What follows belongs to an exercise in optimizing a design on an open flow for small area; a production flow would make more cautious choices. In this exercise RTL edits were held to simulation tests only and were not proved equivalent to the original. The clock input has no modelled driver; a real chip could not lean on it and would need a root buffer or a full tree. Power figures rest on the tool's default switching activity, not on a simulated workload.

==> flow/design.v (excerpt) <==
module latency(clk, rst, SCK, SSEL, MOSI, MISO, leds, interrupt, interrupt_ack, btn2);
For scale: roughly 370 cells after synthesis, about 120 flip-flops, roughly 17 I/O pins, ~4800 µm² of cells after synthesis.
clock: 10.0 ns
lec_check: 0
cap_margin: 20
core_margin: 2
core_utilization: 40
cts_buf_list: sky130_fd_sc_hd__clkbuf_8
cts_cluster_diameter: 100
cts_cluster_size: 30
slew_margin: 20
run.sh (not shown) runs the stock make flow with config.mk's settings and CLKGATE_MAP_FILE= SYNTH_SCRIPT=/design/flow/synth_recipe.tcl, a recipe that flattens the netlist after the stock synthesis.
Rerun with:
==> flow/flow/run.sh (new file) <==
#!/bin/bash
# Standard layout with smaller port buffers and no CTS dummy loads.
bash standard.sh \
  'BUFFER_PORTS_ARGS=-buffer_cell sky130_fd_sc_hd__buf_1' \
  'CTS_ARGS=-sink_clustering_enable -repair_clock_nets -buf_list sky130_fd_sc_hd__clkbuf_8 -sink_clustering_size 30 -sink_clustering_max_diameter 100 -dont_use_dummy_load' \
  finish > standard.log 2>&1
==> flow/standard.sh (new file) <==
#!/bin/bash
# synth_recipe.tcl (not shown) runs the flow's synth.tcl, then flattens the netlist and writes it again
# the make line also repeats each setting of config.mk as NAME=value (left out here)
make -C /OpenROAD-flow-scripts/flow DESIGN_CONFIG=/design/flow/config.mk WORK_HOME=/design/flow/orfs CLKGATE_MAP_FILE= SYNTH_SCRIPT=/design/flow/synth_recipe.tcl "${@:-finish}"
Settings changed: CTS_BUF_LIST sky130_fd_sc_hd__clkbuf_8 to not set, CTS_CLUSTER_DIAMETER 100 to not set, CTS_CLUSTER_SIZE 30 to not set.
removed: flow/run.sh
After rerunning:
- The changed run passed the timing, DRC and antenna checks
- global-route usage stays flat
- routed wire length is about the same
- worst hold slack got worse by 0.0088 ns
- final area drops by 5.5%
- sequential power stays flat
- clock power drops by 37%

Another version of the RTL of latency (not shown whole).
clock: 10.0 ns
lec_check: 0
cap_margin: 20
core_margin: 2
core_utilization: 65
place_density: 0.8
slew_margin: 20
standard.sh (not shown) runs the stock make flow with config.mk's settings and CLKGATE_MAP_FILE= SYNTH_SCRIPT=/design/flow/synth_recipe.tcl, a recipe that flattens the netlist after the stock synthesis.
==> flow/flow/run.sh <==
#!/bin/bash
# Standard layout (bash standard.sh, standard synthesis), except:
#  - the combinational logic of the standard synthesis netlist is mapped again
#    for area with several ABC scripts, keeping the smallest result
#    (flow/remap_best.sh, flow/remap.sh, flow/remap_*.abc); the registers stay
#    exactly as the standard synthesis made them;
#  - port buffers are buf_1 cells;
#  - before repair_design, combinational cells go back to their smallest
#    drive strength (flow/downsize.tcl);
#  - the clock tree is a fixed root buffer plus 4 leaf buffers, each driving
#    a quarter of the registers (flow/mycts.tcl).
set -e
export MYCTS_NBUF=4
export MYCTS_LEAF=sky130_fd_sc_hd__clkbuf_16
export MYCTS_ROOT=sky130_fd_sc_hd__clkbuf_4
ARGS=(
  'BUFFER_PORTS_ARGS=-buffer_cell sky130_fd_sc_hd__buf_1'
  "PRE_RESIZE_TCL=$(pwd)/flow/downsize.tcl"
  "PRE_CTS_TCL=$(pwd)/flow/mycts.tcl"
)
RES=$(pwd)/orfs/results/sky130hd/latency/base
LIB=$FLOW_HOME/platforms/sky130hd/lib/sky130_fd_sc_hd__tt_025C_1v80.lib
bash standard.sh "${ARGS[@]}" "$RES/1_2_yosys.v" > synth.log 2>&1
cp "$RES/1_2_yosys.v" "$RES/1_2_yosys_standard.v"
bash flow/remap_best.sh "$RES/1_2_yosys_standard.v" "$RES/1_2_yosys.v" "$LIB" > remap.log 2>&1
bash standard.sh "${ARGS[@]}" finish > standard.log 2>&1
==> flow/flow/downsize.tcl <==
# Sourced by ORFS's resize.tcl before repair_design (PRE_RESIZE_TCL). It puts
# every combinational cell that synthesis gave more than the smallest drive
# strength back to the smallest variant of the same cell; repair_design, which
# follows, upsizes again only where slew or capacitance needs it, and the
# later timing repairs only where timing needs it.
set n_downsized 0
foreach inst [get_cells *] {
  set ref [get_property $inst ref_name]
  if {![regexp {^(sky130_fd_sc_hd__[a-z0-9]+)_([0-9]+)$} $ref -> base drv]} { continue }
  if {[regexp {clk|dly|__buf|__inv|__df|__edf|__sdf|conb|tap|fill|decap|diode} $base]} { continue }
  foreach d {0 1} {
    if {$d >= $drv} { break }
    set cand "${base}_$d"
    if {[get_lib_cells -quiet */$cand] eq ""} { continue }
    replace_cell $inst $cand
    incr n_downsized
    break
  }
}
puts "downsize: $n_downsized cells set to their smallest drive strength"
==> flow/flow/remap.sh <==
#!/bin/bash
# Re-map the combinational logic of the standard synthesis netlist for area.
# usage: remap.sh NETLIST_IN NETLIST_OUT LIBERTY ABC_SCRIPT
# The registers stay as they are (the same instances, names and cells): the
# flip-flop cells are kept as black boxes, every other cell is read as its
# liberty function, and ABC maps that logic again with ABC_SCRIPT.
set -euo pipefail
IN=$1; OUT=$2; LIB=$3; SCRIPT=$4
cat > remap.ys <<EOT
read_liberty -ignore_miss_func $LIB
setattr -mod -set blackbox 1 sky130_fd_sc_hd__*df* sky130_fd_sc_hd__*dl*
read_verilog $IN
hierarchy -top latency
flatten
opt_clean -purge
abc -liberty $LIB -dont_use *probe* -dont_use *lpflow* -dont_use *clk* -dont_use *dlygate* -script $SCRIPT
splitnets
opt_clean -purge
hilomap -singleton -hicell sky130_fd_sc_hd__conb_1 HI -locell sky130_fd_sc_hd__conb_1 LO
insbuf -buf sky130_fd_sc_hd__buf_1 A X
opt_clean -purge
read_liberty -lib -overwrite -ignore_miss_func $LIB
check -assert
stat -liberty $LIB
write_verilog -noattr -nohex -nodec $OUT
EOT
yosys -s remap.ys
==> flow/flow/remap_base.abc <==
strash
&get -n
&st
&dc2
&dch
&nf -R 1000
&put
==> flow/flow/remap_best.sh <==
#!/bin/bash
# Re-map the combinational logic of the standard synthesis netlist for area
# with each ABC script flow/remap_*.abc (in parallel, each in its own folder
# remap_<name>/ with its log), and keep the smallest result.
# usage: remap_best.sh NETLIST_IN NETLIST_OUT LIBERTY
set -uo pipefail
IN=$1; OUT=$2; LIB=$3
HERE=$(pwd)
for s in flow/remap_*.abc; do
  n=$(basename "$s" .abc)
  mkdir -p "$n"
  ( cd "$n" && bash "$HERE/flow/remap.sh" "$IN" "$HERE/$n/netlist.v" "$LIB" "$HERE/$s" > remap.log 2>&1 ) &
done
wait
best=""; best_area=""
for s in flow/remap_*.abc; do
  n=$(basename "$s" .abc)
  a=$(grep "Chip area for module" "$n/remap.log" | tail -1 | awk '{print $NF}')
  [[ -n "$a" && -s "$n/netlist.v" ]] || continue
  echo "$n: $a"
  if [[ -z "$best" ]] || awk -v a="$a" -v b="$best_area" 'BEGIN{exit !(a < b)}'; then
    best=$n; best_area=$a
  fi
done
[[ -n "$best" ]] || { echo "no remap result"; exit 1; }
echo "best: $best ($best_area)"
cp "$best/netlist.v" "$OUT"
==> flow/flow/remap_s0.abc <==
strash
&get -n
&st
&dc2
&deepsyn -T 60 -S 0
&dc2
&dch
&nf -R 1000
&put
==> flow/flow/remap_s1.abc <==
strash
&get -n
&st
&dc2
&deepsyn -T 60 -S 1
&dc2
&dch
&nf -R 1000
&put
==> flow/flow/remap_s2.abc <==
strash
&get -n
&st
&dc2
&deepsyn -T 60 -S 2
&dc2
&dch
&nf -R 1000
&put
==> flow/flow/remap_s3.abc <==
strash
&get -n
&st
&dc2
&deepsyn -T 60 -S 3
&dc2
&dch
&nf -R 1000
&put
Other scripts of this flow, unchanged in this note and not shown: flow/flow/mycts.tcl
Next try:
--- a/flow/flow/run.sh
+++ b/flow/flow/run.sh
@@ -4,2 +4 @@
-#    for area with several ABC scripts, keeping the smallest result
-#    (flow/remap_best.sh, flow/remap.sh, flow/remap_*.abc); the registers stay
+#    for area (flow/remap.sh, ABC script flow/remap.abc); the registers stay
@@ -25 +24 @@
-bash flow/remap_best.sh "$RES/1_2_yosys_standard.v" "$RES/1_2_yosys.v" "$LIB" > remap.log 2>&1
+bash flow/remap.sh "$RES/1_2_yosys_standard.v" "$RES/1_2_yosys.v" "$LIB" "$(pwd)/flow/remap.abc" > remap.log 2>&1
==> flow/flow/remap.abc (new file) <==
strash
&get -n
&st
&dc2
&dch
&nf -R 1000
&put
removed: flow/flow/remap_base.abc
removed: flow/flow/remap_best.sh
removed: flow/flow/remap_s0.abc
removed: flow/flow/remap_s1.abc
removed: flow/flow/remap_s2.abc
removed: flow/flow/remap_s3.abc
What happened: The new run finished with timing, DRC and antenna clean. Flip-flop and latch count is unchanged. Final cell count rises by 3.5%. Die area rises by 2.2%. Wire length rises by 2.1%. First-iteration DRC count rises by 58%. Combinational power rises by 30%. Setup slack gets worse by 250 ps. Hold slack gets worse by 13 ps. Global-route usage rises by 0.13 points. Maximum frequency falls by 4.7%.
Next try:
==> flow/flow/run.sh (replaced) <==
#!/bin/bash
# Standard layout (bash standard.sh, standard synthesis), except:
#  - port buffers are buf_1 cells;
#  - before repair_design, combinational cells go back to their smallest
#    drive strength (flow/downsize.tcl);
#  - the clock tree is a fixed root buffer plus 4 leaf buffers, each driving
#    a quarter of the registers (flow/mycts.tcl).
export MYCTS_NBUF=4
export MYCTS_LEAF=sky130_fd_sc_hd__clkbuf_16
export MYCTS_ROOT=sky130_fd_sc_hd__clkbuf_4
bash standard.sh \
  'BUFFER_PORTS_ARGS=-buffer_cell sky130_fd_sc_hd__buf_1' \
  "PRE_RESIZE_TCL=$(pwd)/flow/downsize.tcl" \
  "PRE_CTS_TCL=$(pwd)/flow/mycts.tcl" \
  finish > standard.log 2>&1
- GPL_TIMING_DRIVEN: default -> 0
removed: flow/flow/remap.abc
removed: flow/flow/remap.sh
What happened: Routed wire length climbs by 9.7%. Die area went up by 8.7%. Clock power hardly moves. Cell count came out higher by 9.2%. Setup slack is worse by 2000 ps.
Next try:
- GPL_TIMING_DRIVEN: 0 -> default
What happened: Power shrinks by 0.33%. Final area drops by 2.1%. Utilization falls by 1.5 points. First-iteration DRC count rises by 1.1%. Synthesized cell count does not change. Area after synthesis does not change.
Next try:
--- a/flow/flow/run.sh
+++ b/flow/flow/run.sh
@@ -2,0 +3,2 @@
+#  - after floorplanning, the combinational logic is re-mapped for area with
+#    OpenROAD's restructure (flow/restructure.tcl); registers are untouched;
@@ -11,0 +14 @@
+  "POST_FLOORPLAN_TCL=$(pwd)/flow/restructure.tcl" \
==> flow/flow/restructure.tcl (new file) <==
# Sourced by ORFS's floorplan.tcl at its end (POST_FLOORPLAN_TCL), before
# placement. It re-maps the combinational logic between the registers and
# ports for area with OpenROAD's restructure (ABC); registers are untouched.
set rs_dir [file join $::env(RESULTS_DIR) restructure]
file mkdir $rs_dir
set rs_lib [lindex $::env(LIB_FILES) 0]
set tielo [lindex $::env(TIELO_CELL_AND_PORT) 0]/[lindex $::env(TIELO_CELL_AND_PORT) 1]
set tiehi [lindex $::env(TIEHI_CELL_AND_PORT) 0]/[lindex $::env(TIEHI_CELL_AND_PORT) 1]
log_cmd restructure -liberty_file $rs_lib -target area \
  -tielo_port $tielo -tiehi_port $tiehi -work_dir $rs_dir
Worst setup slack improved by 1300 ps.
Global-route usage goes up by 1.4 points.
Design area went down by 1.7%.
Wire length is higher by 11%.
Synthesized cell count does not change.
Total power climbs by 26%.
Fmax climbs by 23%.
Flip-flop and latch count does not change.
Next try:
==> flow/flow/run.sh (replaced) <==
#!/bin/bash
# Standard layout, except: port buffers are buf_1 cells, and the clock tree
# is a fixed root buffer plus 4 leaf buffers (flow/mycts.tcl).
export MYCTS_NBUF=4
export MYCTS_LEAF=sky130_fd_sc_hd__clkbuf_16
export MYCTS_ROOT=sky130_fd_sc_hd__clkbuf_4
bash standard.sh \
  'BUFFER_PORTS_ARGS=-buffer_cell sky130_fd_sc_hd__buf_1' \
  "PRE_CTS_TCL=$(pwd)/flow/mycts.tcl" \
  finish > standard.log 2>&1
- CORE_UTILIZATION: 65 -> 40
- PLACE_DENSITY: 0.8 -> default
removed: flow/flow/downsize.tcl
removed: flow/flow/restructure.tcl
Result:
- The new run produced a clean layout
- power goes down by about 20%
- first-iteration DRC count goes down by 6.9%
- synthesized cell count stays the same
No run of this note takes its clock network from TritonCTS; it comes from the design's own scripts or RTL.

-- afterwards: timing with drivers on the ports --
The flow's constraints put no driver on any port. The routed layouts listed below were extracted and timed again, unchanged, in two steps.
Step 1 sets driving cells, clkbuf_16 on the clock port and buf_2 on the other inputs (assumed; they add their load-dependent delay and slew).
Step 2 adds t to the input delays and takes it off the output delays; t is the mean of the earliest and latest rising clock arrival at the registers after step 1. Input paths then give back, and output paths get back, about the clock's delay inside the block.
Three values: ideal, step 1, step 2; two values: the first two.
run | t, ns | slack for setup (ns) | worst setup path at the end | latest minus earliest clock arrival (ns) | cell pins on the clock port's net
the first run of note 1 | 0.463 | 3.059 / 3.059 / 3.059 | register to register | 0.008 / 0.007 | 1
the second run of note 1 | 0.438 | 3.121 / 3.121 / 3.121 | register to register | 0.023 / 0.022 | 1
the first run of note 2 | 0.447 | 4.832 / 4.832 / 4.832 | register to register | 0.014 / 0.014 | 1
the second run of note 2 | 0.441 | 4.580 / 4.580 / 4.580 | register to register | 0.014 / 0.014 | 1
the third run of note 2 | 0.466 | 2.576 / 2.576 / 2.576 | register to register | 0.010 / 0.010 | 1
the fourth run of note 2 | 0.470 | 2.946 / 2.946 / 2.946 | register to register | 0.014 / 0.014 | 1
the fifth run of note 2 | 0.446 | 4.261 / 4.261 / 4.261 | register to register | 0.014 / 0.015 | 1
the sixth run of note 2 | 0.454 | 2.987 / 2.987 / 2.987 | register to register | 0.010 / 0.010 | 1
After both steps setup and hold are still met in every run listed.
